What follows belongs to an exercise in optimizing a design on an open flow for small area and a short achievable clock period; a production flow would make more cautious choices.
RTL that was checked went through simulation tests only; none was proved equivalent to the original.

Setup of build 15:
// cordic_sin_cos
module cordic_sin_cos(clk, rst, target_angle, x_res, y_res);
 input clk, rst;
 input [19:0] target_angle;
 output reg [19:0] x_res;
 output reg [19:0] y_res;
 wire [11:0] z0;
 wire q2, q3;
 get_conv_target_angle conv_angle(.target_angle(target_angle), .z0(z0), .q2(q2), .q3(q3));
 wire [8:0] d;   
 wire [11:0] zs0 = z0;
 wire [11:0] zs0_u = zs0 ^ 12'd2048;
 assign d[0] = ~zs0[11];
 reg dr1;
 always @(*) begin
  case (d[0:0])
   1'b0: dr1 = (zs0_u[11] | (zs0_u[10] & (zs0_u[9] | (zs0_u[8] & (zs0_u[7] | (zs0_u[6] | (zs0_u[5] & zs0_u[4])))))));
   1'b1: dr1 = (zs0_u[11] & (zs0_u[10] | (zs0_u[9] & (zs0_u[8] | (zs0_u[7] & (zs0_u[6] & (zs0_u[5] | zs0_u[4])))))));
  endcase
 end
 assign d[1] = dr1;
 reg dr2;
 always @(*) begin
  case (d[1:0])
   2'b00: dr2 = (zs0_u[11] | (zs0_u[10] | (zs0_u[9] & (zs0_u[8] & (zs0_u[7] & (zs0_u[6] | (zs0_u[5] | (zs0_u[4] | (zs0_u[3] | (zs0_u[2] & (zs0_u[1] & zs0_u[0])))))))))));
   2'b10: dr2 = (zs0_u[11] | (zs0_u[10] & (zs0_u[9] & (zs0_u[8] | (zs0_u[7] & (zs0_u[6] & (zs0_u[5] | (zs0_u[4] & (zs0_u[3] & (zs0_u[2] | (zs0_u[1] | zs0_u[0])))))))))));
   2'b01: dr2 = (zs0_u[11] & (zs0_u[10] | (zs0_u[9] | (zs0_u[8] & (zs0_u[7] | (zs0_u[6] | (zs0_u[5] & (zs0_u[4] | (zs0_u[3] | (zs0_u[2] & (zs0_u[1] & zs0_u[0])))))))))));
  ...
Size: ~1,700 cells after synthesis, roughly 34 flip-flops, about 62 I/O pins, roughly 12,000 um2 of cells after synthesis.
make LEC_CHECK=0 CAP_MARGIN=20 CORE_MARGIN=2 CORE_UTILIZATION=40 SLEW_MARGIN=20 finish   # period 35.0 ns
run.sh (not shown) runs the stock make flow with config.mk's settings and CLKGATE_MAP_FILE= SYNTH_SCRIPT=/design/flow/synth_recipe.tcl, a recipe that flattens the netlist after the stock synthesis.
Changes in build 70 relative to build 15:
Settings: an added ABC_AREA of 1.
Findings:
The global routing met2 resource utilization number comes out lower for build 15 vs build 70.
Looking at fraction of layout cells with a size suffix above 1 across build 70 and build 15, the one that comes out higher is build 70.
Via count in build 70 vs build 15: down 10%
Per the comparison of build 70 with build 15, number of logic stages on the critical path including buffering now larger, placeable core area now smaller.
For build 49, these inputs were changed with respect to build 70:
Settings: changing CORE_UTILIZATION from 40 to 60.
==> comparison <==
- Across build 49 and build 70, none had a timing, DRC or antenna violation.
- Lower met3 usage was reported by build 70, not build 49.
- Tap cell count (lower): build 49
- Wire length in build 49 is 12% below build 70.
- Build 49 and build 70 ended up with roughly the same count of inverters not on the clock network in the layout.
- From build 70 to build 49 the numbers moved as follows: post-synthesis to final-layout area growth now sits lower; routed length on met3 now larger; sequential portion of the cell area level.
No functional check of the RTL was part of any run of this note.

cordic_sin_cos, a different RTL version from the one above (not shown whole).
Size in the first run: roughly 34 flip-flops, about 12000 um2 of cells after synthesis.
make LEC_CHECK=0 ABC_AREA=1 CAP_MARGIN=20 CORE_MARGIN=2 CORE_UTILIZATION=40 SLEW_MARGIN=20 SYNTH_HIERARCHICAL=1 finish   # period 35.0 ns
Edit:
Settings changed: CAP_MARGIN 20 to 70, SLEW_MARGIN 20 to 70.
=>
- worst setup slack improved by 0.72 ns
- core utilization is higher by 0.98 points
- critical path depth rose by 2
- sequential share of layout area went down by 0.11 points
- hold slack gets worse by 0.10 ns
- clock-buffer cell count came out higher by 1
Edit:
Settings changed: CAP_MARGIN 70 to 60, SLEW_MARGIN 70 to 60.
Core utilization drops by 0.63 points.
First-iteration DRC count is about the same.
Worst hold slack improves by 0.0038 ns.
Design area drops by 1.4%.
Via count drops by 0.99%.
Worst setup slack improves by 0.0037 ns.
Edit:
Settings changed: CORE_UTILIZATION 40 to 55.
- global-route usage grows by 8.1 points
- setup slack gets worse by 0.48 ns
- core utilization grows by 16 points

## job 5576
Another version of the RTL of cordic_sin_cos (not shown whole).
For scale: ~1800 cells after synthesis, roughly 34 flip-flops.
Settings: LEC_CHECK=0, ABC_AREA=1, CAP_MARGIN=85, CORE_MARGIN=2, CORE_UTILIZATION=40, SLEW_MARGIN=85; clock period 35.0 ns.
Job 5576 reached the final stage; the timing, DRC and antenna checks on its layout passed.
Inputs modified between job 5576 and job 3842:
- swapping 85 for 60 in CAP_MARGIN
- swapping 85 for 60 in SLEW_MARGIN
- putting PLACE_DENSITY at 0.85 where nothing was set
- swapping 40 for 70 in CORE_UTILIZATION
- Taking job 5576 as the reference point, the routed wire length of job 3842 falls by 5200 um.
- There was hardly any difference in data required time of the critical path between job 3842 and job 5576.
- For job 3842 and job 5576, there was not a single run that failed to finish clean.
- Delta (job 3842 minus job 5576): worst hold margin picked up an extra 0.48 ns.
- In job 3842, the core utilization came out 18 points above the value in job 5576.
Input-level comparison between job 3442 and job 3842:
- CORE_UTILIZATION changed from 70 to 40
- PLACE_DENSITY removed (was 0.85)
Aggregate global-route resource usage ends up higher on job 3842.
Of the two values seen for master of the slowest instance on the critical path, sky130_fd_sc_hd__clkdlybuf4s50_1 was produced by job 3842 and sky130_fd_sc_hd__nand2_1 by job 3442.
The global-route wire length before repair of job 3442 is higher than that of job 3842.
Number of cells on the critical path: job 3442 vs job 3842 up about 3%
Relative to job 3842, the highest clock rate of job 3442 is higher by 2.4%.

## what the ideal ports hide
No port has a modelled driver above. Below, the same layouts with a new extraction and two added sets of constraints.
Step 1 assumes that a clkbuf_16 drives the clock port and a buf_2 every other input.
Step 2 times the ports against the registers' clock, not the clock port: input delays grow and output delays shrink by t, the midpoint of the rising clock arrivals with the driver on.
Slacks: ideal ports / drivers / drivers and shift; pairs: ideal ports / drivers.
| run | t, ns | setup slack, ns | worst setup path at the end | slew at the worst register clock pin (ns) | worst slew at a driven data input, ns |
|---|---|---|---|---|---|
| build 15 | 0.315 | 8.655 / 8.671 / 8.356 | input to register | 0.05 / 0.05 | 0.04 |
| build 70 | 0.323 | 11.755 / 11.764 / 11.442 | input to register | 0.05 / 0.05 | 0.05 |
| build 49 | 0.322 | 11.630 / 11.647 / 11.325 | input to register | 0.06 / 0.06 | 0.03 |
| the first run of note 2 | 0.298 | 13.928 / 13.933 / 13.635 | input to register | 0.05 / 0.05 | 0.04 |
| the second run of note 2 | 0.298 | 14.645 / 14.648 / 14.350 | input to register | 0.05 / 0.05 | 0.04 |
| the third run of note 2 | 0.303 | 14.649 / 14.642 / 14.338 | input to register | 0.05 / 0.05 | 0.04 |
| the fourth run of note 2 | 0.297 | 14.164 / 14.170 / 13.873 | input to register | 0.05 / 0.05 | 0.04 |
| job 5576 | 0.307 | 11.628 / 11.641 / 11.333 | input to register | 0.05 / 0.05 | 0.04 |
| job 3842 | 0.321 | 11.097 / 11.114 / 10.793 | input to register | 0.06 / 0.06 | 0.05 |
| job 3442 | 0.310 | 11.663 / 11.672 / 11.362 | input to register | 0.05 / 0.05 | 0.03 |
After both steps setup and hold are still met in every run listed. The setup slack of build 70, which loses most, moves by +0.009 ns with the drivers and by -0.313 ns with both steps.
